This design comes from an exercise in tuning for small area, a short achievable clock period and few clock cycles per item on the open sky130 flow, not from production work. RTL that was checked went through simulation tests only; none was proved equivalent to the original. No functional check of the RTL was part of runs 3 and 4. Power figures rest on the tool's default switching activity, not on a simulated workload.

File: flow/design.v
`timescale 1ns/10ps
module IOTDF( clk, rst, in_en, iot_in, fn_sel, busy, valid, iot_out);
    input          clk;
    input          rst;
    input          in_en;
    input  [7:0]   iot_in;
    input  [2:0]   fn_sel;
    output         busy;
    output         valid;
    output [127:0] iot_out;
    reg  [3:0]   cnt;       
    reg  [7:0]   d0;        
    reg  [7:0]   d1;        
    reg  [7:0]   d2;        
    reg          first;     
    reg          g_sel;     
    reg          f_sel;     
    reg          last;      
    reg          o_valid;
    reg  [127:0] o_data;
    assign busy    = 1'b0;
    assign valid   = o_valid;
    assign iot_out = o_data;
    wire start = (cnt == 4'd0);
    wire [11:0] t   = {4'd0, d0} * 12'd5 + {4'd0, d1} * 12'd9 + {4'd0, d2} * 12'd2 + 12'd8;
    wire [7:0]  fir = t[11:4];
    wire        p = o_data[0] & ~first;
    reg  [7:0]  gray;
    integer i;
    always @(*) begin
        gray[7] = p ^ d0[7];
        for (i = 6; i >= 0; i = i - 1) gray[i] = gray[i+1] ^ d0[i];
    end
    wire [7:0] res = ({8{g_sel}} & gray) | ({8{f_sel}} & fir);
    always @(posedge clk) begin
        d0    <= iot_in;
        d1    <= start ? 8'd0 : d0;
        d2    <= start ? 8'd0 : d1;
        first <= start;
        g_sel <= (fn_sel == 3'b001);
        f_sel <= (fn_sel == 3'b010);
        o_data <= {o_data[119:0], res};
        if (rst) begin
            cnt     <= 4'd0;
            last    <= 1'b0;
            o_valid <= 1'b0;
        end else begin
            if (in_en) cnt <= cnt + 4'd1;
            last    <= in_en & (cnt == 4'd15);
            o_valid <= last;
        end
    end
endmodule
File: flow/run.sh
#!/bin/bash
# synth_recipe.tcl (not shown) runs the flow's synth.tcl, then flattens the netlist and writes it again
# the make line also repeats each setting of config.mk as NAME=value (left out here)
make -C /OpenROAD-flow-scripts/flow DESIGN_CONFIG=/design/flow/config.mk WORK_HOME=/design/flow/orfs CLKGATE_MAP_FILE= SYNTH_SCRIPT=/design/flow/synth_recipe.tcl finish
File: flow/config.mk
export PLATFORM = sky130hd
export DESIGN_NAME = IOTDF
export DESIGN_NICKNAME = IOTDF
export VERILOG_FILES = /design/flow/design.v
export SDC_FILE = /design/flow/constraint.sdc
export NUM_CORES = 4
export LEC_CHECK = 0
export CAP_MARGIN = 20
export CORE_MARGIN = 2
export CORE_UTILIZATION = 40
export SLEW_MARGIN = 20
File: flow/constraint.sdc
create_clock -name core_clock -period 5.5 [get_ports {clk}]
set_input_delay 1.1000 -clock core_clock [delete_from_list [all_inputs] [get_ports {clk}]]
set_output_delay 1.1000 -clock core_clock [all_outputs]
set_load 0.01 [all_outputs]
==> impl_metrics.json, run 1 <==
{
  "slowest_stage": "fa_1",
  "grt_max_degree": 18,
  "cts.path.max_buffers": 2,
  "ctsRootBufferMaster": "clkbuf_16",
  "start_util_pct": 41.1,
  "layout-drive-gt1-share_pct": 6.36,
  "crit_fanout": 6,
  "path_buf_inv": 3,
  "fin_cells": 682,
  "clock_latency_ns": 0.41,
  "hpwl_mm": 7.86,
  "worst_pin_slew_ns": 0.742,
  "antenna_found_initial": 0,
  "yosysUniqueCellTypes": 40,
  "yosys_most_used_dff": "dfxtp_1",
  "grt_first_pass_wirelength_mm": 15.6,
  "setup_slack_ns": 1.46,
  "finalCriticalPeriod_ns": 4.04,
  "gp_congestion": 0.802,
  "min_path_type": "reg -> reg",
  "die_width_um": 115,
  "synth_top_area_cell": "dfxtp_1",
  "drt-initial-drc-count": 128,
  "layout_commonest_cell": "dfxtp_1",
  "setup_violations": 0,
  "clkSlewWorstSetupHoldPaths_ns": 0.06,
  "synth_edf_count": 0,
  "area_growth_pct": 44.0,
  "clock_sinks": 161,
  "powerDensity_mw_per_mm2": 542,
  "antenna_left": 0,
  "num_vias": 3006,
  "syn_nets": 436,
  "slew_viol_final": 0,
  "netlist.area_leader.share_pct": 65.2,
  "yosys_warnings": 1,
  "hold_buffers": 0,
  "fmax_mhz": 248,
  "syn_area_mm2": 0.00494,
  "port_buffers": 142,
  "worstSetupStartpointType": "flip-flop",
  "syn_inst": 367,
  "grt_pass1_vias": 3038,
  "ys_ff_latch": 161,
  "cts_tree": "yes",
  "finalHoldViolCount": 0,
  "design.portCount": 144,
  "avgViaCountPerCell": 4.41,
  "finish.net_count": 593,
  "rows": 40,
  "drv_cap": 0,
  "leakage_nw": 3.00,
  "cts_buffers": 17,
  "cts_setup_buffers": 0,
  "async_reset_ff_share_pct": 0,
  "finalSetupTns_ns": 0,
  "diodes": 0,
  "wl_per_cell_um": 14.5,
  "irDropWorstVdd_mv": 0.260,
  "worstPathRequired_ns": 5.79,
  "coreArea_mm2": 0.0120,
  "period_share_pct": 73.4,
  "worstPathArrival_ns": 4.33,
  "wirelength_mm": 9.91,
  "ctsHtreeMaxLevel": 4,
  "fp.dieArea_mm2": 0.0133,
  "overflow": 0,
  "dieHeight_um": 115,
  "dpl.cell_count": 652,
  "post-place-ws_ns": 1.50,
  "crit_type": "reg -> reg",
  "grtUsageTotal_pct": 15.8,
  "drc_errors": 0,
  "drtPass1Iterations": 4,
  "layout_common_cells": "dfxtp_1 (161), clkdlybuf4s50_1 (142), inv_1 (55)",
  "endpoint_kind": "flip-flop",
  "rsz0062_at_grt": "no",
  "final.setup_skew_ns": 0.00573,
  "cts_resized": 0,
  "path_cells": "ha_1, fa_1, inv_1, fa_1, fa_1, inv_1, ha_1, inv_1, o21bai_1, a2111oi_4, or2_2, o311ai_0",
  "critPathTopFamily": "adder cells",
  "syn_area_per_cell_um2": 13.5,
  "max_stage_delay_ns": 0.55,
  "yosysSeqAreaShare_pct": 65.2,
  "maxSlewHeadroom_pct": 50.5,
  "status": "timing/DRC/antenna clean",
  "synth_area_leaders": "dfxtp_1 (65%), ha_1 (8.9%), fa_1 (8.1%)"
}
[worst paths after layout]
kind	from	end	slack, ns	cells after the start
max reg2reg	d0[2]	o_data[6]	1.46	12
min reg2reg	o_data[20]	o_data[28]	0.34	0
min	o_data[20]	o_data[28]	0.34	0
max	d0[2]	o_data[6]	1.46	12
[metal layers]
metal	global-route usage (%)	part of all wire, %	routed length [um]	up-vias
li1	-	-	-	1478
met1	17.2	41	4030	1416
met2	27.5	51	5050	98
met3	6.85	6.9	688	14
met4	5.94	1.5	151	0
met5	0	0	0	-
[worst reg2reg max path, delay by kind of cell, from the launching register on]
| kind | cells | cell delay, ns |
|---|---|---|
| adders and majority gates | 5 | 2.12 |
| AOI/OAI and AO/OA | 3 | 0.88 |
| DFF | 1 | 0.43 |
| and+or+nand+nor | 1 | 0.34 |
| buffers and inverters | 3 | 0.15 |
[kinds of logic (layout without fill, tap and decap cells)]
group	count (synthesis)	after routing	share of synthesized area (%)
buf+inv	60	228	4.63
other cells	1	1	0.0759
mux	1	1	0.203
simple gates	51	51	5.75
flops	161	161	65.2
compound gates	23	23	3.57
fa+ha+maj	55	55	17.0
xor+xnor	15	15	3.57
[flip-flops by register name (all words and copies together) (netlist names)]
| name | flops |
|---|---|
| o_data | 128 |
| d2 | 8 |
| cnt | 4 |
| d1 | 8 |
| first | 1 |
| f_sel | 1 |
| d0 | 8 |
| g_sel | 1 |
| last | 1 |
| o_valid | 1 |
[report_power, final]
group	internal, mW	switching, mW	total (mW)	leakage (nW)
clock network	0.710	0.435	1.14	0.277
registers	1.44	0.128	1.57	1.32
logic	0.624	0.516	1.14	1.40
[metrics by stage]
stage	hold WS [ns]	power (mW)	instance area, um^2	util [%]
after floorplan	0.382	2.09	4940	-
after global routing	0.348	4.07	7110	59.2
after CTS	0.345	3.91	7110	59.2
after global placement	0.333	2.75	6530	54.4
final	0.342	3.85	7110	59.2
after detailed placement	0.335	2.75	6530	54.4
[cells in the mapped netlist, drive strengths merged (2+ instances only)]
master,n
nor2b,16
ha,35
dfxtp,161
nor3b,4
o21ai,6
xnor2,7
o311ai,4
nor2,9
nand2,10
nand4,2
a21oi,4
or2,2
xnor3,2
xor2,5
fa,20
clkbuf,3
inv,56
[cell type report]
| type | instances | area, um^2 |
|---|---|---|
| clock buffers | 21 | 440 |
| clock inverters | 9 | 134 |
| fillers | 1000 | 4900 |
| inverters | 56 | 210 |
| multi-input cells | 146 | 1500 |
| flip-flops and latches | 161 | 3220 |
| well taps | 147 | 184 |
| repair buffers | 142 | 1420 |
Testbench counts, summed over its fixed seeds: cycles 38,424, blocks 2,400.
==> inputs of run 2 (changes only) <==
--- a/flow/config.mk
+++ b/flow/config.mk
@@ -6,6 +6,8 @@
 export NUM_CORES = 4
 export LEC_CHECK = 0
+export ABC_CLOCK_PERIOD_IN_PS = 2000
 export CAP_MARGIN = 20
 export CORE_MARGIN = 2
 export CORE_UTILIZATION = 40
+export SETUP_SLACK_MARGIN = 3.3
 export SLEW_MARGIN = 20
==> run 2 against run 1 <==
Still clean. Global-route usage increased by 0.50 points. Flip-flop and latch count did not move. Area after synthesis unchanged. Design area grew 4.9%. Highest routed layer unchanged.
==> impl_metrics.json, run 2 <==
{
  "largest_register_ffs": 128,
  "leakage_nw": 3.70,
  "yosysMostFrequentCell": "dfxtp_1",
  "synth_edf_count": 0,
  "worstSetupStartpointType": "flip-flop",
  "clock_latency_ns": 0.41,
  "gp_congestion": 0.867,
  "layout_common_cells": "dfxtp_1 (148), dlygate4sd2_1 (127), inv_1 (43)",
  "drc_errors": 0,
  "hold_slack_ns": 0.342,
  "coreArea_mm2": 0.0120,
  "cts_buffers": 17,
  "combPwrFrac_pct": 31.7,
  "wl_per_cell_um": 14.9,
  "ctsRootBufferMaster": "clkbuf_16",
  "slowest_stage": "fa_1",
  "cts_tree": "yes",
  "syn_area_per_cell_um2": 13.5,
  "min_path_type": "reg -> reg",
  "hpwl_mm": 7.94,
  "syn_inst": 367,
  "die_width_um": 115,
  "design.portCount": 144,
  "yosysSeqAreaShare_pct": 65.2,
  "synth_compound_area_share_pct": 3.57,
  "dpl.cell_count": 652,
  "drt-initial-drc-count": 92,
  "power_frac_seq_pct": 39.0,
  "regMostFlops": "o_data",
  "start_util_pct": 41.1,
  "grtUsageTotal_pct": 16.3,
  "clock_sinks": 161,
  "ctsHtreeMaxLevel": 4,
  "synth-xor-area-share_pct": 3.57,
  "clkPwrFrac_pct": 29.3,
  "intPower_mw": 2.78,
  "fmax_mhz": 280,
  "synth.area.mux_share_pct": 0.203,
  "fin_cells": 706,
  "diodes": 0,
  "yosysUniqueCellTypes": 40,
  "worst_pin_slew_ns": 0.748,
  "maxSlewHeadroom_pct": 50.0,
  "synth_top_area_cell": "dfxtp_1",
  "wirelength_mm": 10.5,
  "synth_area_leaders": "dfxtp_1 (65%), ha_1 (8.9%), fa_1 (8.1%)",
  "switching_power_mw": 1.22,
  "num_vias": 3116,
  "worstPathArrival_ns": 3.89,
  "yosys.area_share.simple_pct": 5.75,
  "crit_fanout": 6,
  "area_growth_pct": 51.0,
  "finalCriticalPeriod_ns": 3.58,
  "grt_max_degree": 18,
  "syn_area_mm2": 0.00494,
  "finish.net_count": 615,
  "synthAdderAreaFrac_pct": 17.0,
  "crit_type": "reg -> reg",
  "max_stage_delay_ns": 0.55,
  "cp_common_cell": "fa_1",
  "avgViaCountPerCell": 4.41,
  "clkSlewWorstSetupHoldPaths_ns": 0.07,
  "rsz0062_at_grt": "yes",
  "drv_cap": 0,
  "setup_violations": 0,
  "ys_ff_latch": 161,
  "syn_nets": 436,
  "finalHoldViolCount": 0,
  "antenna_found_initial": 0,
  "layout_commonest_cell": "dfxtp_1",
  "synth_top_family_by_area": "adder cells",
  "overflow": 0,
  "rows": 40,
  "yosys_most_used_dff": "dfxtp_1",
  "synth_common_cells": "dfxtp_1 (161), inv_1 (55), ha_1 (35)",
  "async_reset_ff_share_pct": 0,
  "port_buffers": 142,
  "p_sw_share_pct": 30.5,
  "finalSetupTns_ns": 0,
  "status": "timing/DRC/antenna clean",
  "grt_first_pass_wirelength_mm": 16.1,
  "layout-drive-gt1-share_pct": 19.7,
  "hold_buffers": 0,
  "total_power_mw": 4.00,
  "worstPathRequired_ns": 5.82,
  "fp.dieArea_mm2": 0.0133,
  "grt_pass1_vias": 3181,
  "drtPass1Iterations": 4,
  "powerDensity_mw_per_mm2": 536,
  "irDropWorstVdd_mv": 0.259,
  "period_share_pct": 65.0,
  "yosys_warnings": 1,
  "endpoint_kind": "flip-flop",
  "netlist.area_leader.share_pct": 65.2,
  "slew_viol_final": 0,
  "cts.path.max_buffers": 2,
  "antenna_left": 0,
  "final.setup_skew_ns": 0.0108,
  "dieHeight_um": 115,
  "path_cells": "ha_4, fa_1, inv_2, fa_1, fa_1, inv_2, ha_4, inv_4, o21bai_4, a2111oi_4, buf_4, or2_4, o311ai_4",
  "fill_cells": 999
}
## run 2: cell counts after synthesis
Identical to the previous run, type by type.
## run 2: timing repair
item                                    in CTS  in global routing
gates resized for setup                    157                 29
pin swaps                                    8                 14
endpoints found under the setup margin     137                 10
setup buffers                                8                 14
gates cloned                                 0                  0
## run 2: cell type report
class	count	area, um^2	area share, %
flip-flops and latches	161	3260	43.7
multi-input cells	146	1760	23.5
repair buffers	164	1450	19.4
clock buffers	20	457	6.12
inverters	56	213	2.85
well taps	147	184	2.47
clock inverters	12	146	1.96
## run 2: logic make-up (layout without fill, tap and decap cells)
kind of cell             Yosys count  in the layout
flip-flops                       161            161
buffers and inverters             60            252
adder cells (fa/ha/maj)           55             55
AND/OR/NAND/NOR                   51             51
AO/OA/AOI/OAI                     23             23
XOR/XNOR                          15             15
other                              1              1
multiplexers                       1              1
## run 2: per-stage QoR
step / utilization [%] / worst slack, ns / cell area (um^2)
final: 62.1 / 1.92 / 7460
after global routing: 62.1 / 1.80 / 7460
after CTS: 60.5 / 1.95 / 7260
after detailed placement: 55.3 / 1.92 / 6650
after global placement: 55.3 / 1.96 / 6640
after floorplan: - / 2.09 / 5050
## run 2: final timing paths
check	slack, ns	startpoint	depth (start not counted)	end
setup / recovery	1.92	d0[2]	13	o_data[7]
hold / removal	0.34	o_data[79]	0	o_data[87]
setup reg to reg	1.92	d0[2]	13	o_data[7]
hold reg to reg	0.34	o_data[79]	0	o_data[87]
## run 2: power by group through the flow
stage | Sequential [mW] | Clock [mW] | Combinational (mW)
finish | 1.56 | 1.17 | 1.27
global route | 1.59 | 1.25 | 1.38
CTS | 1.57 | 1.20 | 1.16
detailed placement | 1.60 | 0 | 1.24
global placement | 1.59 | 0 | 1.24
floorplan | 1.70 | 0 | 0.461
## run 2: critical path, delay by kind of cell (launching register included)
family	cells	cell delay, ns
compound gates	3	0.49
buf+inv	4	0.30
fa+ha+maj	5	2.00
flops	1	0.39
simple gates	1	0.29
## run 2: per-layer routing
| layer | vias up | track usage, % | wire length, um |
|---|---|---|---|
| met5 | - | 0 | 0 |
| met4 | 0 | 6.67 | 131 |
| met3 | 10 | 5.90 | 597 |
| met2 | 99 | 28.9 | 5560 |
| met1 | 1489 | 17.7 | 4220 |
| li1 | 1518 | - | - |
==> inputs of run 3 (changes only) <==
--- a/flow/design.v
+++ b/flow/design.v
@@ -12,5 +12,5 @@
     reg  [7:0]   d0;        
     reg  [7:0]   d1;        
-    reg  [7:0]   d2;        
+    reg  [11:0]  s;         
     reg          first;     
     reg          g_sel;     
@@ -23,6 +23,7 @@
     assign iot_out = o_data;
     wire start = (cnt == 4'd0);
-    wire [11:0] t   = {4'd0, d0} * 12'd5 + {4'd0, d1} * 12'd9 + {4'd0, d2} * 12'd2 + 12'd8;
+    wire [11:0] t   = {4'd0, d0} * 12'd5 + s;
     wire [7:0]  fir = t[11:4];
+    wire [11:0] s_nxt = {4'd0, d0} * 12'd9 + {4'd0, d1} * 12'd2 + 12'd8;
     wire        p = o_data[0] & ~first;
     reg  [7:0]  gray;
@@ -36,5 +37,5 @@
         d0    <= iot_in;
         d1    <= start ? 8'd0 : d0;
-        d2    <= start ? 8'd0 : d1;
+        s     <= start ? 12'd8 : s_nxt;
         first <= start;
         g_sel <= (fn_sel == 3'b001);
==> run 3 against run 2 <==
Still clean. Die area is 1.5% higher. Non-clock buffer count is 5 lower. First-iteration DRC count is 8.7% higher. Cell count is 4.0% higher. Design area hardly changed. Sequential power is 5% lower. Wire length is 3.3% lower. Critical path depth is 1 lower. Core utilization is 0.53 points lower. Setup slack better by 0.65 ns. Fmax is 22% higher. Largest power group unchanged.
==> impl_metrics.json, run 3 <==
{
  "drv_cap": 0,
  "hold_slack_ns": 0.340,
  "clock_latency_ns": 0.41,
  "syn_inst": 380,
  "dpl-instance-area_mm2": 0.00678,
  "fmax_mhz": 342,
  "drt-initial-drc-count": 100,
  "cts_buffers": 17,
  "reg2reg_depth": 12,
  "wirelength_mm": 10.2,
  "start_util_pct": 41.4,
  "crit_fanout": 2,
  "final_util_pct": 61.6,
  "endpoint_kind": "flip-flop",
  "reg_top3": "o_data (128), s (11)",
  "layout-drive-gt1-share_pct": 18.4,
  "finalCriticalPeriod_ns": 2.92,
  "gp_congestion": 0.748,
  "rsz0062_at_grt": "yes",
  "final.setup_skew_ns": 0.00720,
  "dieHeight_um": 116,
  "whs_path_depth": 0,
  "worstSetupStartpointType": "flip-flop",
  "status": "timing/DRC/antenna clean",
  "layout_common_cells": "dfxtp_1 (155), dlygate4sd2_1 (123), inv_1 (42)",
  "syn_area_per_cell_um2": 13.2,
  "r2r_slack_ns": 2.58,
  "regMostFlops": "o_data",
  "worstPathRequired_ns": 5.85,
  "multi_input_area_mm2": 0.00180,
  "synth_common_cells": "dfxtp_1 (164), inv_1 (47), ha_1 (43)",
  "design.portCount": 144,
  "final_area_mm2": 0.00746,
  "power_frac_seq_pct": 42.2,
  "rows": 40,
  "met2_usage_pct": 26.3,
  "cts_tree": "yes",
  "async_reset_ff_share_pct": 0,
  "hpwl_mm": 7.57,
  "antenna_left": 0,
  "grt_pass1_vias": 3122,
  "yosys.area_share.simple_pct": 5.36,
  "holdPathEnd": "o_data[68]",
  "irDropWorstVdd_mv": 0.209,
  "r2r-end": "s[11]",
  "num_vias": 3159,
  "crit_type": "reg -> reg",
  "yosysSeqAreaShare_pct": 65.4,
  "p_sw_share_pct": 29.1,
  "regArea_mm2": 0.00330,
  "synth_top_family_by_area": "adder cells",
  "grt_max_degree": 21,
  "layout_commonest_cell": "dfxtp_1",
  "setup_violations": 0,
  "clock_sinks": 164,
  "grt_first_pass_wirelength_mm": 15.2,
  "synthAdderAreaFrac_pct": 15.9,
  "avgViaCountPerCell": 4.30,
  "ys_ff_latch": 164,
  "yosys_most_used_dff": "dfxtp_1",
  "grt.met1_usage_pct": 16.3,
  "period_share_pct": 53.1,
  "syn_area_mm2": 0.00502,
  "finalHoldViolCount": 0,
  "finish.net_count": 623,
  "port_buffers": 142,
  "clkPwrFrac_pct": 31.4,
  "ctsRootBufferMaster": "clkbuf_16",
  "cts.path.max_buffers": 2,
  "largest_register_ffs": 128,
  "synth_top_area_cell": "dfxtp_1",
  "area_growth_pct": 48.6,
  "ctsHtreeMaxLevel": 4,
  "die_width_um": 116,
  "leakage_nw": 3.74,
  "grtUsageTotal_pct": 15.3,
  "synth-xor-area-share_pct": 4.56,
  "grt_busiest_layer": "met2",
  "yosysUniqueCellTypes": 37,
  "switching_power_mw": 1.02,
  "synth_edf_count": 0,
  "worstPathArrival_ns": 3.27,
  "yosys_warnings": 1,
  "hold_buffers": 0,
  "antenna_found_initial": 0,
  "syn_nets": 450,
  "fill_cells": 1021,
  "drc_errors": 0,
  "synth_compound_area_share_pct": 4.41,
  "fp.dieArea_mm2": 0.0135,
  "total_power_mw": 3.50,
  "rr_startpoint": "d0[4]",
  "yosysMostFrequentCell": "dfxtp_1",
  "drtPass1Iterations": 4,
  "combPwrFrac_pct": 26.4,
  "coreArea_mm2": 0.0121,
  "diodes": 0,
  "grtUsageMet3_pct": 7.11,
  "powerDensity_mw_per_mm2": 469,
  "wl_per_cell_um": 13.8,
  "finalSetupTns_ns": 0,
  "min_from": "o_data[60]",
  "netlist.area_leader.share_pct": 65.4,
  "clkSlewWorstSetupHoldPaths_ns": 0.06,
  "synth_area_leaders": "dfxtp_1 (65%), ha_1 (11%), fa_1 (5.2%)",
  "min_path_type": "reg -> reg",
  "intPower_mw": 2.48,
  "slew_viol_final": 0,
  "overflow": 0,
  "synth.area.mux_share_pct": 0.200
}
[run 3: cell count changes after synthesis, sizes merged, moves of 6 or more]
cell / previous run / this run
fa: 20 / 13
ha: 35 / 43
inv: 56 / 48
nor2: 9 / 15
[run 3: cells by family after synthesis]
kind of cell / count (synthesis)
AO/OA/AOI/OAI: 33
XOR/XNOR: 21
adder cells (fa/ha/maj): 56
buffers and inverters: 53
flip-flops: 164
multiplexers: 1
other: 1
AND/OR/NAND/NOR: 51
[run 3: critical path: stages (launching register included)]
cell and delay (ns):
dfxtp_4 0.35, ha_4 0.26, fa_1 0.42, fa_1 0.53, inv_2 0.05, fa_2 0.34, nor2b_2 0.13, o21ai_1 0.08
a21boi_1 0.17, o21ai_1 0.13, a21oi_2 0.17, o21ai_1 0.08, a21oi_1 0.14
[run 3: layer usage]
layer  vias to the layer above  wire length (um)  share of wire [%]
li1                       1569                 -                  -
met1                      1461              4210                 41
met4                         0               146                1.4
met2                       115              4900                 48
met3                        14               907                8.9
met5                         -                 0                  0
[run 3: how the worst max path moves through the flow]
stage                     startpoint     to  slack, ns  cells after the start
after floorplan                d0[4]  s[11]       2.70                     12
after global placement         d0[4]  s[11]       2.56                     12
after detailed placement       d0[4]  s[11]       2.50                     12
after CTS                      d0[4]  s[11]       2.52                     12
after global routing           d0[5]  s[11]       2.48                     13
final                          d0[4]  s[11]       2.58                     12
[run 3: cell type report]
type,count,share of cell area (%)
clock buffer,21,6.31
clock inverter,11,1.28
inverter,48,2.42
multi-input combinational,163,24.2
sequential,164,44.3
tap,168,2.82
timing repair buffer,159,18.7
[run 3: what timing repair did]
action,CTS,global route
setup endpoints to repair,145,22
gates cloned,0,0
endpoints found under the hold margin,0,0
pin swaps,14,14
resized for setup,137,28
buffers inserted,6,10
[run 3: per-stage QoR]
| step | setup WS [ns] | instances |
|---|---|---|
| 3_5_place_dp | 2.50 | 686 |
| 6_report | 2.58 | 734 |
| 4_1_cts | 2.52 | 724 |
| 3_3_place_gp | 2.56 | 686 |
| 5_1_grt | 2.48 | 734 |
| 2_1_floorplan | 2.70 | 380 |
[run 3: power groups by stage]
stage,logic (mW),clock network (mW),registers (mW)
global placement,0.895,0,1.51
finish,0.923,1.10,1.48
floorplan,0.379,0,1.58
global route,1.01,1.18,1.50
detailed placement,0.901,0,1.52
CTS,0.820,1.13,1.48
==> inputs of run 4 (changes only) <==
==> flow/flow/run.sh (new file) <==
#!/bin/bash
# Standard ORFS layout, except that the port buffers the standard flow's flow inserts
# (one per input and output port) are the smallest buffer, buf_1.
set -euo pipefail
bash standard.sh BUFFER_PORTS_ARGS="-buffer_cell sky130_fd_sc_hd__buf_1" finish > standard.log 2>&1
==> flow/standard.sh (new file) <==
#!/bin/bash
# synth_recipe.tcl (not shown) runs the flow's synth.tcl, then flattens the netlist and writes it again
# the make line also repeats each setting of config.mk as NAME=value (left out here)
make -C /OpenROAD-flow-scripts/flow DESIGN_CONFIG=/design/flow/config.mk WORK_HOME=/design/flow/orfs CLKGATE_MAP_FILE= SYNTH_SCRIPT=/design/flow/synth_recipe.tcl "${@:-finish}"
removed: flow/run.sh
==> run 4 against run 3 <==
Still clean. Sequential share of layout area is 4.9 points higher. Design area down 9.9%. Sequential power about the same. Clock-buffer cell count decreased by 2. Area after synthesis did not move. Flip-flop and latch count stayed put. Synthesized cell count unchanged. Cell count decreased by 0.14%. Wire length down 6.1%. Combinational power fell by 16%. Die area stayed put. First-iteration DRC count is 24% higher. Critical path type unchanged. Critical endpoint unchanged. Largest cell class unchanged.
==> impl_metrics.json, run 4 <==
{
  "endpoint_kind": "flip-flop",
  "r2r-end": "s[11]",
  "ctsRootBufferMaster": "clkbuf_16",
  "area_growth_pct": 33.9,
  "dieHeight_um": 116,
  "clock_sinks": 164,
  "design.portCount": 144,
  "path_buf_inv": 1,
  "overflow": 0,
  "synth_top_area_cell": "dfxtp_1",
  "rr_startpoint": "d0[4]",
  "avgViaCountPerCell": 4.34,
  "regMostFlops": "o_data",
  "worstPathArrival_ns": 3.27,
  "hold_buffers": 0,
  "cts.path.max_buffers": 2,
  "netlist.area_leader.share_pct": 65.4,
  "holdPathEnd": "o_data[29]",
  "async_reset_ff_share_pct": 0,
  "period_share_pct": 53.1,
  "grtUsageTotal_pct": 14.5,
  "yosys_warnings": 1,
  "fin_cells": 733,
  "syn_area_mm2": 0.00502,
  "grt_max_degree": 21,
  "dpl.cell_count": 686,
  "setup_violations": 0,
  "syn_inst": 380,
  "layout_common_cells": "dfxtp_1 (155), buf_1 (142), inv_1 (43)",
  "yosys_most_used_dff": "dfxtp_1",
  "yosysMostFrequentCell": "dfxtp_1",
  "reg2reg_depth": 12,
  "min_from": "o_data[21]",
  "drv_cap": 0,
  "worstPathRequired_ns": 5.85,
  "finalSetupTns_ns": 0,
  "final.setup_skew_ns": 0.00841,
  "grt_first_pass_wirelength_mm": 14.6,
  "largest_register_ffs": 128,
  "finish.net_count": 622,
  "antenna_left": 0,
  "clkSlewWorstSetupHoldPaths_ns": 0.07,
  "grt_pass1_vias": 3116,
  "slowest_stage": "fa_1",
  "ctsHtreeMaxLevel": 4,
  "ys_ff_latch": 164,
  "fmax_mhz": 342,
  "worstSetupStartpointType": "flip-flop",
  "wl_per_cell_um": 13.0,
  "coreArea_mm2": 0.0121,
  "final_util_pct": 55.5,
  "rsz0062_at_grt": "yes",
  "yosysSeqAreaShare_pct": 65.4,
  "path_cells": "ha_4, fa_1, fa_1, inv_2, fa_2, nor2b_4, o21ai_2, a21boi_2, o21ai_2, a21oi_2, o21ai_1, a21oi_1",
  "layout-drive-gt1-share_pct": 17.9,
  "crit_type": "reg -> reg",
  "diodes": 0,
  "syn_nets": 450,
  "min_path_type": "reg -> reg",
  "max_stage_delay_ns": 0.53,
  "critPathTopFamily": "adder cells",
  "wirelength_mm": 9.54,
  "cts_tree": "yes",
  "yosysUniqueCellTypes": 37,
  "drc_errors": 0,
  "r2r_slack_ns": 2.58,
  "finalCriticalPeriod_ns": 2.92,
  "irDropWorstVdd_mv": 0.287,
  "powerDensity_mw_per_mm2": 507,
  "fp.dieArea_mm2": 0.0135,
  "synth_edf_count": 0,
  "synth_common_cells": "dfxtp_1 (164), inv_1 (47), ha_1 (43)",
  "drt-initial-drc-count": 124,
  "whs_path_depth": 0,
  "status": "timing/DRC/antenna clean",
  "leakage_nw": 2.89,
  "syn_area_per_cell_um2": 13.2,
  "clock_latency_ns": 0.42,
  "start_util_pct": 41.4,
  "gp_congestion": 0.800,
  "crit_fanout": 3,
  "reg_top3": "o_data (128), s (11)",
  "hpwl_mm": 6.87,
  "port_buffers": 142,
  "cts_buffers": 17,
  "slew_viol_final": 0,
  "die_width_um": 116,
  "rows": 40,
  "synth_area_leaders": "dfxtp_1 (65%), ha_1 (11%), fa_1 (5.2%)",
  "finalHoldViolCount": 0,
  "drtPass1Iterations": 4,
  "antenna_found_initial": 0,
  "num_vias": 3181,
  "layout_commonest_cell": "dfxtp_1"
}
[run 4: worst max-delay path by stage]
stage,start,end,slack [ns],cells after the start
floorplan,d0[4],s[11],2.70,12
CTS,d0[4],s[11],2.55,12
detailed placement,d0[4],s[11],2.49,12
global route,d0[4],s[11],2.48,12
finish,d0[4],s[11],2.58,12
global placement,d0[4],s[11],2.55,12
[run 4: repair_timing]
action                                  CTS  global route
setup buffers                            10             5
endpoints found under the setup margin   16            16
gates resized for setup                  13            14
pin swaps                                24            12
[run 4: per-layer routing]
layer  up-vias  part of all wire, %  GRT usage (%)
met5         -                    0              0
met4         0                  1.5           6.90
met3        13                  8.2           6.75
met2       113                   49           24.6
met1      1494                   41           15.2
li1       1561                    -              -
[run 4: kinds of logic after synthesis]
group           Yosys count  synth area share [%]
simple gates             51                  5.36
fa+ha+maj                56                  15.9
other cells               1                0.0747
mux                       1                 0.200
flops                   164                  65.4
compound gates           33                  4.41
buf+inv                  53                  4.04
xor+xnor                 21                  4.56
[run 4: stage by stage]
step	worst slack, ns	hold WS [ns]	instance area, um^2	power [mW]
2_1_floorplan	2.70	0.382	5150	1.96
3_3_place_gp	2.55	0.331	5890	2.18
3_5_place_dp	2.49	0.333	5890	2.19
4_1_cts	2.55	0.346	6610	3.39
5_1_grt	2.48	0.343	6720	3.61
6_report	2.58	0.341	6720	3.41
[run 4: final cells by class]
cell class              instances  area [um^2]
fillers                      1039         5390
flip-flops and latches        164         3310
multi-input cells             163         1770
repair buffers                158          664
clock buffers                  19          453
well taps                     168          210
inverters                      48          180
clock inverters                13          136
[run 4: report_power, final]
group	switching, mW	leakage [nW]	internal [mW]
sequential	0.0965	1.35	1.39
combinational	0.427	1.25	0.344
clock	0.487	0.290	0.661
==> inputs of run 5 (changes only) <==
--- a/flow/design.v
+++ b/flow/design.v
@@ -23,7 +23,19 @@
     assign iot_out = o_data;
     wire start = (cnt == 4'd0);
-    wire [11:0] t   = {4'd0, d0} * 12'd5 + s;
+    wire [5:0] fs = d0[7:2] ^ d0[5:0] ^ s[7:2];
+    wire [5:0] fc = (d0[7:2] & d0[5:0]) | (d0[7:2] & s[7:2]) | (d0[5:0] & s[7:2]);
+    wire [1:0] hs = d0[7:6] ^ s[9:8];
+    wire [1:0] hc = d0[7:6] & s[9:8];
+    wire [11:0] tp = {s[11:10], hs, fs, d0[1:0]};
+    wire [11:0] tq = {1'b0, hc, fc, 1'b0, s[1:0]};
+    wire [11:0] t   = tp + tq;
     wire [7:0]  fir = t[11:4];
-    wire [11:0] s_nxt = {4'd0, d0} * 12'd9 + {4'd0, d1} * 12'd2 + 12'd8;
+    wire [4:0] us = d0[7:3] ^ d0[4:0] ^ d1[6:2];
+    wire [4:0] uc = (d0[7:3] & d0[4:0]) | (d0[7:3] & d1[6:2]) | (d0[4:0] & d1[6:2]);
+    wire       hus = d0[5] ^ d1[7];
+    wire       huc = d0[5] & d1[7];
+    wire [11:0] up = {1'b0, d0[7:6], hus, us, d0[2:0]};
+    wire [11:0] uq = {2'b00, huc, uc, 1'b1, d1[1:0], 1'b0};
+    wire [11:0] s_nxt = up + uq;
     wire        p = o_data[0] & ~first;
     reg  [7:0]  gray;
--- a/flow/config.mk
+++ b/flow/config.mk
@@ -10,4 +10,4 @@
 export CORE_MARGIN = 2
 export CORE_UTILIZATION = 40
-export SETUP_SLACK_MARGIN = 3.3
+export SETUP_SLACK_MARGIN = 3.5
 export SLEW_MARGIN = 20
==> run 5 against run 4 <==
Register-to-register slack better by 0.46 ns. Fmax up 19%. Synthesized cell count is 12% lower. Largest power group unchanged.
==> impl_metrics.json, run 5 <==
{
  "drt-initial-drc-count": 246,
  "crit_type": "reg -> reg",
  "synthAdderAreaFrac_pct": 11.0,
  "finalHoldViolCount": 0,
  "wirelength_mm": 9.93,
  "antenna_found_initial": 0,
  "period_share_pct": 44.7,
  "hold_slack_ns": 0.337,
  "clock_sinks": 164,
  "area_growth_pct": 44.7,
  "leakage_nw": 3.17,
  "cts_tree": "yes",
  "setup_violations": 0,
  "min_from": "o_data[28]",
  "die_width_um": 112,
  "rr_startpoint": "d0[0]",
  "synth_compound_area_share_pct": 5.72,
  "r2r_slack_ns": 3.04,
  "slew_viol_final": 0,
  "syn_area_mm2": 0.00470,
  "drv_cap": 0,
  "async_reset_ff_share_pct": 0,
  "diodes": 0,
  "syn_inst": 333,
  "fp.dieArea_mm2": 0.0126,
  "drtPass1Iterations": 4,
  "wl_per_cell_um": 14.9,
  "drc_errors": 0,
  "holdPathEnd": "o_data[36]",
  "ys_ff_latch": 164,
  "total_power_mw": 3.38,
  "yosys.area_share.simple_pct": 6.25,
  "yosys_warnings": 1,
  "antenna_left": 0,
  "synth_common_cells": "dfxtp_1 (164), ha_1 (22), nor2_1 (16)",
  "hpwl_mm": 6.70,
  "finalCriticalPeriod_ns": 2.46,
  "start_util_pct": 41.0,
  "avgViaCountPerCell": 4.50,
  "worstPathArrival_ns": 2.76,
  "worstSetupStartpointType": "flip-flop",
  "synth.area.mux_share_pct": 0.426,
  "dieHeight_um": 112,
  "endpoint_kind": "flip-flop",
  "min_path_type": "reg -> reg",
  "netlist.area_leader.share_pct": 69.8,
  "final.setup_skew_ns": 0.00824,
  "grt_pass1_vias": 2896,
  "layout_commonest_cell": "dfxtp_2",
  "clkSlewWorstSetupHoldPaths_ns": 0.07,
  "num_vias": 3000,
  "synth-xor-area-share_pct": 4.87,
  "syn_area_per_cell_um2": 14.1,
  "yosysMostFrequentCell": "dfxtp_1",
  "rows": 39,
  "powerDensity_mw_per_mm2": 496,
  "cts_buffers": 17,
  "regMostFlops": "o_data",
  "ctsHtreeMaxLevel": 4,
  "layout_common_cells": "dfxtp_2 (99), buf_2 (67), dfxtp_1 (58)",
  "fin_cells": 666,
  "clock_latency_ns": 0.41,
  "syn_nets": 381,
  "layout-drive-gt1-share_pct": 61.2,
  "yosysSeqAreaShare_pct": 69.8,
  "gp_congestion": 0.779,
  "grtUsageTotal_pct": 15.1,
  "yosys_most_used_dff": "dfxtp_1",
  "grt_max_degree": 17,
  "rsz0062_at_grt": "yes",
  "overflow": 0,
  "yosysUniqueCellTypes": 49,
  "worstPathRequired_ns": 5.80,
  "max_stage_delay_ns": 0.50,
  "whs_path_depth": 0,
  "crit_fanout": 3,
  "cts.path.max_buffers": 2,
  "reg2reg_depth": 8,
  "grt_first_pass_wirelength_mm": 14.5,
  "slowest_stage": "fa_1",
  "fill_cells": 898,
  "finish.net_count": 558,
  "status": "timing/DRC/antenna clean",
  "synth_area_leaders": "dfxtp_1 (70%), ha_1 (5.9%), fa_1 (5.1%)",
  "port_buffers": 142,
  "synth_top_family_by_area": "adder cells",
  "path_cells": "fa_1, a211o_1, a21o_1, a21oi_2, o21bai_1, o21ba_2, or4_1, and4_1",
  "design.portCount": 144,
  "synth_top_area_cell": "dfxtp_1",
  "fmax_mhz": 407,
  "irDropWorstVdd_mv": 0.436,
  "ctsRootBufferMaster": "clkbuf_16",
  "reg_top3": "o_data (128), s (11)",
  "largest_register_ffs": 128,
  "dpl.cell_count": 614,
  "finalSetupTns_ns": 0,
  "synth_edf_count": 0,
  "coreArea_mm2": 0.0115,
  "r2r-end": "s[10]"
}
==> run 5: cell types whose count changed after synthesis, moves of 4 or more <==
cell      delta
nand2b_1     +4
nor2b_1     -13
and2_1       +6
o21bai_1     +4
nand2_1      +4
ha_1        -21
o21ai_0      -5
inv_1       -34
==> run 5: critical path, delay by kind of cell (launching register included) <==
kind / cells / cell delay [ns]
adders and majority gates: 1 / 0.50
AOI/OAI and AO/OA: 5 / 0.93
and+or+nand+nor: 2 / 0.58
DFF: 1 / 0.34
==> run 5: report_power, final <==
group          leakage, nW  total [mW]  internal, mW  switching [mW]
sequential            1.39        1.52          1.40           0.111
combinational         1.52       0.795         0.414           0.381
clock                0.258        1.07         0.587           0.480
total                 3.17        3.38          2.40           0.971
==> run 5: metrics by stage <==
stage | setup WS (ns) | util [%] | instance area [um^2]
2_1_floorplan | 3.12 | - | 4790
3_3_place_gp | 3.02 | 47.7 | 5470
3_5_place_dp | 2.98 | 47.7 | 5470
4_1_cts | 3.06 | 55.0 | 6310
5_1_grt | 2.97 | 59.4 | 6810
6_report | 3.04 | 59.4 | 6810
==> run 5: logic make-up (layout without fill, tap and decap cells) <==
family,after synthesis,in the layout
adders and majority gates,34,34
and+or+nand+nor,56,56
AOI/OAI and AO/OA,37,37
xor gates and xnor gates,20,20
other,1,1
muxes,2,2
buffers and inverters,19,209
DFF,164,164
==> run 5: worst max path at each step <==
stage / startpoint / depth (start not counted) / endpoint / slack [ns]
after floorplan: d0[1] / 8 / s[10] / 3.12
after global placement: d0[3] / 8 / s[10] / 3.02
after detailed placement: d0[3] / 8 / s[10] / 2.98
after CTS: d0[0] / 8 / s[10] / 3.06
after global routing: d0[0] / 8 / s[10] / 2.97
final: d0[0] / 8 / s[10] / 3.04
==> run 5: area by class of cell <==
type	count	area, um^2	area share, %
clock inverters	12	95.1	1.40
repair buffers	162	1120	16.4
multi-input cells	150	1490	21.9
well taps	143	179	2.63
inverters	15	56.3	0.827
flip-flops and latches	164	3430	50.4
clock buffers	20	437	6.41
==> run 5: repair_timing <==
action | 4_1_cts | 5_1_grt
resized for setup | 144 | 155
hold buffers | 0 | 0
pin swaps | 10 | 18
buffers inserted | 12 | 8
endpoints found under the setup margin | 122 | 124
==> run 5: layer usage <==
layer	vias to the layer above	GRT usage (%)	share of wire, %
met5	-	0	0
met4	0	6.34	1.3
met3	10	6.10	5.5
met2	107	25.7	51
met1	1416	16.7	42
li1	1467	-	-
Testbench counts of run 5, summed over its fixed seeds: cycles 38,424, blocks 2,400.
==> inputs of run 6 (changes only) <==
--- a/flow/config.mk
+++ b/flow/config.mk
@@ -10,4 +10,5 @@
 export CORE_MARGIN = 2
 export CORE_UTILIZATION = 40
+export CTS_BUF_LIST = sky130_fd_sc_hd__clkbuf_4 sky130_fd_sc_hd__clkbuf_8
 export SETUP_SLACK_MARGIN = 3.5
 export SLEW_MARGIN = 20
==> run 6 against run 5 <==
Synthesized cell count is the same. Design area grew 8.7%. Sequential power is essentially flat. Clock skew grew 0.014 ns. Combinational power grew 19%. Die area is the same. Non-clock buffer count grew 30. Largest cell class unchanged. Highest routed layer unchanged.
==> impl_metrics.json, run 6 <==
{
  "yosysSeqAreaShare_pct": 69.8,
  "clkPwrFrac_pct": 24.0,
  "dieHeight_um": 112,
  "wirelength_mm": 11.5,
  "finalSetupTns_ns": 0,
  "switching_power_uw": 986,
  "overflow": 0,
  "status": "timing/DRC/antenna clean",
  "regMostFlops": "o_data",
  "grt_pass1_vias": 3073,
  "power_frac_seq_pct": 47.2,
  "cts_tree": "yes",
  "layout_commonest_cell": "dfxtp_2",
  "total_power_mw": 3.29,
  "avgViaCountPerCell": 4.50,
  "endpoint_kind": "flip-flop",
  "holdPathEnd": "o_data[40]",
  "finalHoldViolCount": 0,
  "irDropWorstVdd_mv": 0.360,
  "finalCriticalPeriod_ns": 2.46,
  "reg2reg_depth": 8,
  "worstSetupStartpointType": "flip-flop",
  "drt-initial-drc-count": 182,
  "syn_area_mm2": 0.00470,
  "rows": 39,
  "crit_fanout": 3,
  "period_share_pct": 44.7,
  "clock_latency_ns": 0.45,
  "met2_usage_pct": 29.2,
  "synth_top_area_cell": "dfxtp_1",
  "min_path_type": "reg -> reg",
  "syn_area_per_cell_um2": 14.1,
  "drc_errors": 0,
  "antenna_found_initial": 0,
  "ctsRootBufferMaster": "clkbuf_8",
  "path_cells": "fa_1, ha_4, a21o_1, a21oi_2, o21bai_1, o21ba_2, or4_1, and4_1",
  "wl_per_cell_um": 16.5,
  "rr_startpoint": "d0[4]",
  "num_vias": 3130,
  "grt_busiest_layer": "met2",
  "p_sw_share_pct": 30.0,
  "drtPass1Iterations": 4,
  "hold_slack_ns": 0.342,
  "coreArea_mm2": 0.0115,
  "cts_buffers": 17,
  "rsz0062_at_grt": "yes",
  "hold_buffers": 0,
  "yosysUniqueCellTypes": 49,
  "clkSlewWorstSetupHoldPaths_ns": 0.08,
  "gp_congestion": 0.779,
  "finish.net_count": 588,
  "yosys_most_used_dff": "dfxtp_1",
  "ys_ff_latch": 164,
  "final.setup_skew_ns": 0.0218,
  "final_area_mm2": 0.00740,
  "design.portCount": 144,
  "max_stage_delay_ns": 0.54,
  "intPower_mw": 2.30,
  "clock_sinks": 164,
  "yosys_warnings": 1,
  "r2r_slack_ns": 3.04,
  "hpwl_mm": 6.70,
  "dpl-instance-area_mm2": 0.00547,
  "whs_path_depth": 0,
  "worstPathArrival_ns": 2.79,
  "grt_max_degree": 17,
  "r2r-end": "s[10]",
  "start_util_pct": 41.0,
  "powerDensity_mw_per_mm2": 445,
  "synth_area_leaders": "dfxtp_1 (70%), ha_1 (5.9%), fa_1 (5.1%)",
  "port_buffers": 142,
  "syn_nets": 381,
  "path_buf_inv": 0,
  "largest_register_ffs": 128,
  "synth_common_cells": "dfxtp_1 (164), ha_1 (22), nor2_1 (16)",
  "slew_viol_final": 0,
  "fp.dieArea_mm2": 0.0126,
  "layout-drive-gt1-share_pct": 68.9,
  "syn_inst": 333,
  "area_growth_pct": 57.3,
  "diodes": 0,
  "layout_common_cells": "dfxtp_2 (127), buf_6 (126), buf_4 (47)",
  "netlist.area_leader.share_pct": 69.8,
  "reg_top3": "o_data (128), s (11)",
  "grtUsageTotal_pct": 16.9,
  "ctsHtreeMaxLevel": 4,
  "async_reset_ff_share_pct": 0,
  "grtUsageMet3_pct": 6.53,
  "combPwrFrac_pct": 28.8,
  "drv_cap": 0,
  "yosysMostFrequentCell": "dfxtp_1",
  "crit_type": "reg -> reg",
  "fin_cells": 696,
  "dpl.cell_count": 614,
  "die_width_um": 112,
  "fmax_mhz": 407,
  "leakage_nw": 3.36,
  "grt.met1_usage_pct": 19.4,
  "synth_edf_count": 0,
  "grt_first_pass_wirelength_mm": 16.3,
  "cts.path.max_buffers": 2,
  "setup_violations": 0,
  "critPathTopFamily": "adder cells",
  "min_from": "o_data[32]",
  "worstPathRequired_ns": 5.83,
  "antenna_left": 0,
  "slowest_stage": "fa_1"
}
[run 6: cell counts after synthesis]
Identical to the previous run, type by type.
[run 6: routing by layer]
layer / share of wire, % / vias to the layer above
li1: - / 1515
met1: 40 / 1487
met2: 53 / 118
met3: 6.2 / 10
met4: 0.88 / 0
met5: 0 / -
[run 6: layout make-up]
class | instances | area (um^2)
Clock buffer | 20 | 256
Clock inverter | 12 | 95.1
Fill cell | 804 | 4070
Inverter | 15 | 58.8
Multi-Input combinational cell | 150 | 1480
Sequential cell | 164 | 3460
Tap cell | 143 | 179
Timing Repair Buffer | 192 | 1870
[run 6: how the worst max path moves through the flow]
stage | startpoint | to | slack (ns) | depth (start not counted)
detailed placement | d0[3] | s[10] | 2.98 | 8
global placement | d0[3] | s[10] | 3.02 | 8
CTS | d0[4] | o_data[6] | 3.07 | 9
floorplan | d0[1] | s[10] | 3.12 | 8
global route | d0[1] | o_data[6] | 2.96 | 10
finish | d0[4] | s[10] | 3.04 | 8
[run 6: stage by stage]
| step | utilization [%] | worst slack (ns) |
|---|---|---|
| global route | 64.5 | 2.96 |
| CTS | 62.0 | 3.07 |
| finish | 64.5 | 3.04 |
| floorplan | - | 3.12 |
| detailed placement | 47.7 | 2.98 |
| global placement | 47.7 | 3.02 |
[run 6: timing repair]
item                                    in CTS  in global routing
pin swaps                                    9                 11
hold endpoints to repair                     0                  0
gates resized for setup                    377                 25
setup buffers                               26                 24
gates cloned                                 0                  0
endpoints found under the setup margin     142                142
[run 6: cells by family (layout without fill, tap and decap cells)]
| kind of cell | after synthesis | count (layout) | share of synthesized area (%) |
|---|---|---|---|
| AOI/OAI and AO/OA | 37 | 37 | 5.72 |
| xor gates and xnor gates | 20 | 20 | 4.87 |
| adders and majority gates | 34 | 34 | 11.0 |
| buffers and inverters | 19 | 239 | 1.89 |
| DFF | 164 | 164 | 69.8 |
| muxes | 2 | 2 | 0.426 |
| other | 1 | 1 | 0.0797 |
| and+or+nand+nor | 56 | 56 | 6.25 |
[run 6: power by group through the flow]
stage	clock (mW)	sequential, mW	combinational (mW)
final	0.789	1.55	0.948
after floorplan	0	1.56	0.318
after global placement	0	1.49	0.585
after global routing	0.868	1.57	1.02
after CTS	0.799	1.53	0.843
after detailed placement	0	1.50	0.584
[run 6: worst register-to-register path: stages (launching register included)]
cell      delay [ns]
dfxtp_4         0.36
fa_1            0.54
ha_4            0.22
a21o_1          0.17
a21oi_2         0.14
o21bai_1        0.11
o21ba_2         0.23
or4_1           0.38
and4_1          0.20
==> inputs of run 7 (changes only) <==
--- a/flow/config.mk
+++ b/flow/config.mk
@@ -10,5 +10,4 @@
 export CORE_MARGIN = 2
 export CORE_UTILIZATION = 40
-export CTS_BUF_LIST = sky130_fd_sc_hd__clkbuf_4 sky130_fd_sc_hd__clkbuf_8
-export SETUP_SLACK_MARGIN = 3.5
+export SETUP_SLACK_MARGIN = 3.0
 export SLEW_MARGIN = 20
==> run 7 against run 6 <==
Non-clock buffer count shrank 45. Combinational power decreased by 38%. Critical endpoint unchanged. Flip-flop and latch count did not move. Via count shrank 7.1%. Synthesized cell count is the same. Critical path depth unchanged. Area after synthesis did not move. Sequential share of layout area grew 7.9 points.
==> impl_metrics.json, run 7 <==
{
  "gp_congestion": 0.844,
  "setup_violations": 0,
  "synth_common_cells": "dfxtp_1 (164), ha_1 (22), nor2_1 (16)",
  "powerDensity_mw_per_mm2": 515,
  "finish.net_count": 543,
  "syn_nets": 381,
  "hold_buffers": 0,
  "cts.path.max_buffers": 2,
  "worstPathRequired_ns": 5.81,
  "synth_edf_count": 0,
  "reg2reg_depth": 8,
  "grt_max_degree": 17,
  "antenna_left": 0,
  "layout-drive-gt1-share_pct": 12.6,
  "diodes": 0,
  "wirelength_mm": 8.70,
  "coreArea_mm2": 0.0115,
  "cts_buffers": 17,
  "netlist.area_leader.share_pct": 69.8,
  "yosysSeqAreaShare_pct": 69.8,
  "worstPathArrival_ns": 2.77,
  "design.portCount": 144,
  "num_vias": 2907,
  "crit_type": "reg -> reg",
  "layout_common_cells": "dfxtp_1 (156), buf_1 (142), ha_1 (20)",
  "fill_cells": 1027,
  "slew_viol_final": 0,
  "synth_top_area_cell": "dfxtp_1",
  "intPower_mw": 2.21,
  "regMostFlops": "o_data",
  "ys_ff_latch": 164,
  "power_frac_seq_pct": 47.3,
  "yosysUniqueCellTypes": 49,
  "status": "timing/DRC/antenna clean",
  "dpl.cell_count": 614,
  "switching_power_uw": 903,
  "yosys_most_used_dff": "dfxtp_1",
  "avgViaCountPerCell": 4.47,
  "worstSetupStartpointType": "flip-flop",
  "async_reset_ff_share_pct": 0,
  "clock_latency_ns": 0.42,
  "finalHoldViolCount": 0,
  "final_util_pct": 52.8,
  "leakage_nw": 2.49,
  "overflow": 0,
  "finalCriticalPeriod_ns": 2.47,
  "antenna_found_initial": 0,
  "reg_top3": "o_data (128), s (11)",
  "period_share_pct": 44.9,
  "ctsHtreeMaxLevel": 4,
  "drtPass1Iterations": 4,
  "whs_path_depth": 0,
  "grt_first_pass_wirelength_mm": 13.7,
  "clkSlewWorstSetupHoldPaths_ns": 0.06,
  "finalSetupTns_ns": 0,
  "syn_area_per_cell_um2": 14.1,
  "combPwrFrac_pct": 18.9,
  "layout_commonest_cell": "dfxtp_1",
  "endpoint_kind": "flip-flop",
  "fp.dieArea_mm2": 0.0126,
  "syn_area_mm2": 0.00470,
  "grt_pass1_vias": 2831,
  "final.setup_skew_ns": 0.0113,
  "drc_errors": 0,
  "grtUsageTotal_pct": 14.2,
  "min_path_type": "reg -> reg",
  "rows": 39,
  "drv_cap": 0,
  "drt-initial-drc-count": 142,
  "hpwl_mm": 6.35,
  "crit_fanout": 6,
  "area_growth_pct": 28.6,
  "syn_inst": 333,
  "fin_cells": 650,
  "clkPwrFrac_pct": 33.8,
  "port_buffers": 142,
  "synth_area_leaders": "dfxtp_1 (70%), ha_1 (5.9%), fa_1 (5.1%)",
  "wl_per_cell_um": 13.4,
  "p_sw_share_pct": 29.0,
  "start_util_pct": 41.0,
  "dieHeight_um": 112,
  "yosys_warnings": 1,
  "yosysMostFrequentCell": "dfxtp_1",
  "hold_slack_ns": 0.343,
  "ctsRootBufferMaster": "clkbuf_16",
  "die_width_um": 112,
  "cts_tree": "yes",
  "clock_sinks": 164,
  "rsz0062_at_grt": "yes",
  "largest_register_ffs": 128,
  "irDropWorstVdd_mv": 0.376,
  "fmax_mhz": 405
}
==> run 7: cell counts after synthesis <==
No cell type changed its count.
==> run 7: final cells by class <==
type	count	area, um^2	share of cell area (%)
Clock buffer	19	433	7.16
Clock inverter	12	101	1.68
Inverter	15	56.3	0.931
Multi-Input combinational cell	150	1400	23.2
Sequential cell	164	3310	54.7
Tap cell	143	179	2.96
Timing Repair Buffer	147	571	9.43
==> run 7: cells by family (layout without fill, tap and decap cells) <==
group / count (synthesis) / after routing / synth area share [%]
DFF: 164 / 164 / 69.8
and+or+nand+nor: 56 / 56 / 6.25
AOI/OAI and AO/OA: 37 / 37 / 5.72
adders and majority gates: 34 / 34 / 11.0
xor gates and xnor gates: 20 / 20 / 4.87
buffers and inverters: 19 / 193 / 1.89
muxes: 2 / 2 / 0.426
other: 1 / 1 / 0.0797
==> run 7: worst max-delay path: stages (launching register included) <==
cell and delay [ns]:
dfxtp_4 0.38, fa_1 0.55, ha_4 0.22, a21o_1 0.17, a21oi_2 0.16, o21bai_1 0.09
o21ba_1 0.20, or4_1 0.38, and4_1 0.20
==> run 7: routing by layer <==
| metal | GRT usage [%] | routed length [um] | vias to the layer above |
|---|---|---|---|
| met3 | 6.32 | 627 | 11 |
| met1 | 15.6 | 3580 | 1357 |
| li1 | - | - | 1429 |
| met2 | 24.2 | 4380 | 110 |
| met4 | 5.61 | 118 | 0 |
| met5 | 0 | 0 | - |
==> run 7: through the flow <==
stage	setup WS [ns]	cell area [um^2]	total power, mW
5_1_grt	2.94	6050	3.28
2_1_floorplan	3.00	4710	1.84
6_report	3.03	6050	3.12
4_1_cts	2.95	5980	3.12
3_5_place_dp	2.80	5390	2.04
3_3_place_gp	2.88	5390	2.03
==> run 7: path summary, 6_finish.rpt <==
kind | from | end | slack [ns]
worst max-delay path | d0[1] | s[10] | 3.03
worst min-delay path | o_data[37] | o_data[45] | 0.34
worst max register to register | d0[1] | s[10] | 3.03
worst min register to register | o_data[37] | o_data[45] | 0.34
==> run 7: power by group through the flow <==
stage	Sequential (mW)	Clock, mW	Combinational (mW)
after detailed placement	1.50	0	0.536
after CTS	1.48	1.08	0.554
after global routing	1.50	1.13	0.647
final	1.47	1.05	0.589
after floorplan	1.56	0	0.276
after global placement	1.50	0	0.535
==> run 7: repair_timing <==
action | 4_1_cts | 5_1_grt
resized for setup | 11 | 13
hold endpoints to repair | 0 | 0
setup endpoints to repair | 8 | 8
pin swaps | 3 | 7
buffers inserted | 3 | 2
==> inputs of run 8 (changes only) <==
--- a/flow/config.mk
+++ b/flow/config.mk
@@ -10,4 +10,6 @@
 export CORE_MARGIN = 2
 export CORE_UTILIZATION = 40
+export CTS_CLUSTER_DIAMETER = 100
+export CTS_CLUSTER_SIZE = 50
 export SETUP_SLACK_MARGIN = 3.0
 export SLEW_MARGIN = 20
==> run 8 against run 7 <==
Clock-buffer cell count did not move. Sequential power barely moved. Wire length did not move. Still clean. Critical endpoint unchanged. Sequential share of layout area did not move. Cell count did not move. Via count did not move. Worst hold slack did not move. Core utilization did not move. First-iteration DRC count did not move. Flip-flop and latch count did not move. Die area did not move. Global-route usage did not move.
==> impl_metrics.json, run 8 <==
{
  "reg2reg_depth": 8,
  "drv_cap": 0,
  "final.setup_skew_ns": 0.0113,
  "crit_fanout": 6,
  "syn_inst": 333,
  "async_reset_ff_share_pct": 0,
  "setup_violations": 0,
  "fin_cells": 650,
  "netlist.area_leader.share_pct": 69.8,
  "yosys_warnings": 1,
  "cts_tree": "yes",
  "endpoint_kind": "flip-flop",
  "reg_top3": "o_data (128), s (11)",
  "syn_nets": 381,
  "fmax_mhz": 405,
  "combPwrFrac_pct": 18.9,
  "yosysUniqueCellTypes": 49,
  "diodes": 0,
  "power_frac_seq_pct": 47.3,
  "dieHeight_um": 112,
  "layout-drive-gt1-share_pct": 12.6,
  "met2_usage_pct": 24.2,
  "wirelength_mm": 8.70,
  "grt_max_degree": 17,
  "coreArea_mm2": 0.0115,
  "regMostFlops": "o_data",
  "drc_errors": 0,
  "cts_buffers": 17,
  "powerDensity_mw_per_mm2": 515,
  "drt-initial-drc-count": 142,
  "grtUsageTotal_pct": 14.2,
  "drtPass1Iterations": 4,
  "irDropWorstVdd_mv": 0.376,
  "worstSetupStartpointType": "flip-flop",
  "slowest_stage": "fa_1",
  "worstPathRequired_ns": 5.81,
  "grt_pass1_vias": 2831,
  "avgViaCountPerCell": 4.47,
  "synth_area_leaders": "dfxtp_1 (70%), ha_1 (5.9%), fa_1 (5.1%)",
  "total_power_mw": 3.12,
  "grt_first_pass_wirelength_mm": 13.7,
  "rsz0062_at_grt": "yes",
  "leakage_nw": 2.49,
  "cts.path.max_buffers": 2,
  "finalHoldViolCount": 0,
  "status": "timing/DRC/antenna clean",
  "finalCriticalPeriod_ns": 2.47,
  "layout_common_cells": "dfxtp_1 (156), buf_1 (142), ha_1 (20)",
  "slew_viol_final": 0,
  "whs_path_depth": 0,
  "design.portCount": 144,
  "largest_register_ffs": 128,
  "yosysSeqAreaShare_pct": 69.8,
  "gp_congestion": 0.844,
  "path_cells": "fa_1, ha_4, a21o_1, a21oi_2, o21bai_1, o21ba_1, or4_1, and4_1",
  "min_path_type": "reg -> reg",
  "start_util_pct": 41.0,
  "clock_sinks": 164,
  "port_buffers": 142,
  "grt.met1_usage_pct": 15.6,
  "rows": 39,
  "ctsRootBufferMaster": "clkbuf_16",
  "path_buf_inv": 0,
  "yosysMostFrequentCell": "dfxtp_1",
  "finalSetupTns_ns": 0,
  "syn_area_mm2": 0.00470,
  "synth_edf_count": 0,
  "die_width_um": 112,
  "crit_type": "reg -> reg",
  "period_share_pct": 44.9,
  "ctsHtreeMaxLevel": 4,
  "dpl-instance-area_mm2": 0.00539,
  "num_vias": 2907,
  "area_growth_pct": 28.6,
  "p_sw_share_pct": 29.0,
  "yosys_most_used_dff": "dfxtp_1",
  "layout_commonest_cell": "dfxtp_1",
  "finish.net_count": 543,
  "clkSlewWorstSetupHoldPaths_ns": 0.06,
  "critical_path_depth": 8,
  "wl_per_cell_um": 13.4,
  "worstPathArrival_ns": 2.77,
  "antenna_found_initial": 0,
  "overflow": 0,
  "hpwl_mm": 6.35,
  "synth_common_cells": "dfxtp_1 (164), ha_1 (22), nor2_1 (16)",
  "max_stage_delay_ns": 0.55,
  "synth_top_area_cell": "dfxtp_1",
  "setup_slack_ns": 3.03,
  "dpl.cell_count": 614,
  "grt_busiest_layer": "met2",
  "syn_area_per_cell_um2": 14.1,
  "post-place-ws_ns": 2.80,
  "switching_power_uw": 903,
  "fp.dieArea_mm2": 0.0126,
  "critPathTopFamily": "adder cells",
  "ys_ff_latch": 164,
  "grtUsageMet3_pct": 6.32,
  "intPower_mw": 2.21,
  "clock_latency_ns": 0.42,
  "fill_cells": 1027,
  "antenna_left": 0,
  "clkPwrFrac_pct": 33.8,
  "final_area_mm2": 0.00605
}
run 8: cell counts in the layout (fill, tap and decap cells not counted):
No cell type changed its count.
run 8: worst paths after layout:
check	from	end	slack [ns]
hold reg to reg	o_data[37]	o_data[45]	0.34
setup / recovery	d0[1]	s[10]	3.03
setup reg to reg	d0[1]	s[10]	3.03
hold / removal	o_data[37]	o_data[45]	0.34
run 8: per-layer routing:
layer / wire length (um) / share of wire, % / up-vias
li1: - / - / 1429
met1: 3580 / 41 / 1357
met2: 4380 / 50 / 110
met3: 627 / 7.2 / 11
met4: 118 / 1.4 / 0
met5: 0 / 0 / -
run 8: logic make-up after synthesis:
group	after synthesis	synth area share [%]
AND/OR/NAND/NOR	56	6.25
multiplexers	2	0.426
AO/OA/AOI/OAI	37	5.72
other	1	0.0797
flip-flops	164	69.8
adder cells (fa/ha/maj)	34	11.0
buffers and inverters	19	1.89
XOR/XNOR	20	4.87
run 8: power groups by stage:
stage          registers, mW  logic [mW]  clock network [mW]
6_report                1.47       0.589                1.05
5_1_grt                 1.50       0.647                1.13
4_1_cts                 1.48       0.554                1.08
3_5_place_dp            1.50       0.536                   0
3_3_place_gp            1.50       0.535                   0
2_1_floorplan           1.56       0.276                   0
run 8: per-stage QoR:
stage | util, % | hold WS [ns]
after floorplan | - | 0.382
after global placement | 47.0 | 0.331
after detailed placement | 47.0 | 0.334
after CTS | 52.1 | 0.347
after global routing | 52.8 | 0.350
final | 52.8 | 0.343
run 8: timing repair:
action	CTS	global route
setup buffers	3	2
hold endpoints to repair	0	0
pin swaps	3	7
cloned	0	0
hold buffers	0	0
resized for setup	11	13
setup endpoints to repair	8	8
run 8: worst register-to-register path, cell delays in order (launching register included):
cell and delay [ns]:
dfxtp_4 0.38, fa_1 0.56, ha_4 0.22, a21o_1 0.17, a21oi_2 0.16, o21bai_1 0.09
o21ba_1 0.20, or4_1 0.38, and4_1 0.20
run 8: final cells by class:
cell class,instances,area [um^2],share of cell area (%)
multi-input combinational,150,1400,23.2
inverter,15,56.3,0.931
clock inverter,12,101,1.68
tap,143,179,2.96
sequential,164,3310,54.7
clock buffer,19,433,7.16
timing repair buffer,147,571,9.43
==> inputs of run 9 (changes only) <==
--- a/flow/config.mk
+++ b/flow/config.mk
@@ -9,7 +9,5 @@
 export CAP_MARGIN = 20
 export CORE_MARGIN = 2
-export CORE_UTILIZATION = 40
-export CTS_CLUSTER_DIAMETER = 100
-export CTS_CLUSTER_SIZE = 50
+export CORE_UTILIZATION = 65
 export SETUP_SLACK_MARGIN = 3.0
 export SLEW_MARGIN = 20
==> run 9 against run 8 <==
Still clean. Register-to-register slack got worse by 0.07 ns. Area after synthesis unchanged. Power increased by 4.0%. Via count increased by 4.9%. Core utilization increased by 33 points. Synthesized cell count unchanged. Cell count decreased by 5.2%. Clock-buffer cell count decreased by 1. Sequential power about the same. Largest cell class unchanged. Largest power group unchanged.
==> impl_metrics.json, run 9 <==
{
  "grt_pass1_vias": 2924,
  "crit_type": "reg -> reg",
  "rows": 31,
  "fmax_mhz": 395,
  "drc_errors": 0,
  "worstSetupStartpointType": "flip-flop",
  "ctsRootBufferMaster": "clkbuf_8",
  "worstPathRequired_ns": 5.90,
  "cts_buffers": 17,
  "largest_register_ffs": 128,
  "hold_buffers": 0,
  "area_growth_pct": 30.1,
  "wl_per_cell_um": 16.6,
  "yosysSeqAreaShare_pct": 69.8,
  "endpoint_kind": "flip-flop",
  "gp_congestion": 0.809,
  "yosys_warnings": 1,
  "worstPathArrival_ns": 2.94,
  "synth_area_leaders": "dfxtp_1 (70%), ha_1 (5.9%), fa_1 (5.1%)",
  "irDropWorstVdd_mv": 0.339,
  "syn_nets": 381,
  "ctsHtreeMaxLevel": 4,
  "crit_fanout": 6,
  "finalCriticalPeriod_ns": 2.53,
  "antenna_found_initial": 0,
  "period_share_pct": 46.1,
  "coreArea_mm2": 0.00714,
  "grt_first_pass_wirelength_mm": 14.5,
  "design.portCount": 144,
  "ys_ff_latch": 164,
  "drtPass1Iterations": 4,
  "layout_common_cells": "dfxtp_1 (156), buf_1 (142), ha_1 (19)",
  "avgViaCountPerCell": 4.95,
  "async_reset_ff_share_pct": 0,
  "cts_tree": "yes",
  "cts.path.max_buffers": 2,
  "port_buffers": 142,
  "yosysUniqueCellTypes": 49,
  "reg_top3": "o_data (128), s (11)",
  "hpwl_mm": 6.53,
  "status": "timing/DRC/antenna clean",
  "syn_area_mm2": 0.00470,
  "clkSlewWorstSetupHoldPaths_ns": 0.07,
  "finish.net_count": 552,
  "regMostFlops": "o_data",
  "clock_sinks": 164,
  "path_cells": "fa_2, a211o_1, a21o_1, a21oi_2, o21bai_1, o21ba_2, or4_4, and4_1",
  "setup_violations": 0,
  "syn_inst": 333,
  "layout-drive-gt1-share_pct": 15.7,
  "finalSetupTns_ns": 0,
  "netlist.area_leader.share_pct": 69.8,
  "synth_common_cells": "dfxtp_1 (164), ha_1 (22), nor2_1 (16)",
  "synth_edf_count": 0,
  "layout_commonest_cell": "dfxtp_1",
  "yosysMostFrequentCell": "dfxtp_1",
  "clock_latency_ns": 0.51,
  "fp.dieArea_mm2": 0.00793,
  "max_stage_delay_ns": 0.46,
  "min_path_type": "reg -> reg",
  "num_vias": 3050,
  "diodes": 0,
  "slowest_stage": "fa_2",
  "slew_viol_final": 0,
  "path_buf_inv": 0,
  "rsz0062_at_grt": "yes",
  "powerDensity_mw_per_mm2": 530,
  "overflow": 0,
  "dieHeight_um": 89.1,
  "critPathTopFamily": "compound AO/OA/AOI/OAI gates",
  "yosys_most_used_dff": "dfxtp_1",
  "drt-initial-drc-count": 102,
  "synth_top_area_cell": "dfxtp_1",
  "final.setup_skew_ns": 0.00972,
  "total_power_mw": 3.24,
  "leakage_nw": 2.54,
  "grt_max_degree": 18,
  "drv_cap": 0,
  "finalHoldViolCount": 0,
  "antenna_left": 0,
  "grtUsageTotal_pct": 24.9,
  "start_util_pct": 65.9,
  "wirelength_mm": 10.2,
  "die_width_um": 89.1,
  "syn_area_per_cell_um2": 14.1
}
## run 9: routing by layer
metal,part of all wire [%],vias up,global-route usage [%]
li1,-,1452,-
met1,37,1485,25.5
met2,55,98,46.9
met3,5.7,15,7.57
met4,2.0,0,10.4
met5,0,-,0
## run 9: path summary, 6_finish.rpt
path	startpoint	end	slack [ns]	cells after the start
max	d0[3]	s[10]	2.97	8
min	o_data[18]	o_data[26]	0.35	0
min reg2reg	o_data[18]	o_data[26]	0.35	0
max reg2reg	d0[3]	s[10]	2.97	8
## run 9: what timing repair did
action	4_1_cts	5_1_grt
buffers inserted	3	11
pin swaps	2	13
gates resized for setup	15	15
setup endpoints to repair	10	9
gates cloned	0	0
## run 9: where the power goes
group / internal [mW] / total (mW) / switching [mW]
clock: 0.624 / 1.13 / 0.506
combinational: 0.265 / 0.634 / 0.369
sequential: 1.38 / 1.48 / 0.100
total: 2.27 / 3.24 / 0.975
## run 9: stage by stage
step,instances,utilization [%],hold WS (ns),setup WS [ns],instance area [um^2]
CTS,605,84.0,0.347,3.01,5990
floorplan,333,-,0.382,3.00,4710
global route,616,85.8,0.347,2.86,6120
detailed placement,570,74.7,0.335,2.81,5330
finish,616,85.8,0.345,2.97,6120
global placement,570,74.7,0.333,2.89,5330
## run 9: kinds of logic after synthesis
logic type,Yosys count,share of synthesized area (%)
xor+xnor,20,4.87
compound gates,37,5.72
mux,2,0.426
other cells,1,0.0797
fa+ha+maj,34,11.0
simple gates,56,6.25
flops,164,69.8
buf+inv,19,1.89
## run 9: area by class of cell
type	instances	area (um^2)
flip-flops and latches	164	3310
fillers	357	1020
clock buffers	18	418
multi-input cells	150	1410
clock inverters	14	170
inverters	15	56.3
repair buffers	156	638
well taps	99	124

-- static timing again, ports no longer ideal --
The results above use ideal ports. As a check the final layouts listed here were re-extracted and re-timed, cells and wires unchanged.
Step 1 assumes that a clkbuf_16 drives the clock port and a buf_2 every other input.
Step 2 also shifts input and output timing later by t, the mid clock arrival at the registers, as if the neighbouring blocks saw the same clock.
Three values: ideal ports, drivers, drivers and shift; two values: the first two.
run	shift t [ns]	setup WS [ns]
run 1	0.446	1.465 / 1.465 / 1.465
run 2	0.447	1.923 / 1.923 / 1.923
run 3	0.449	2.578 / 2.578 / 2.578
run 4	0.450	2.579 / 2.579 / 2.579
run 5	0.443	3.041 / 3.041 / 3.041
run 6	0.469	3.043 / 3.043 / 3.043
run 7	0.453	3.033 / 3.033 / 3.033
run 8	0.453	3.033 / 3.033 / 3.033
run 9	0.536	2.966 / 2.966 / 2.966
After both steps setup and hold are still met in every run listed.
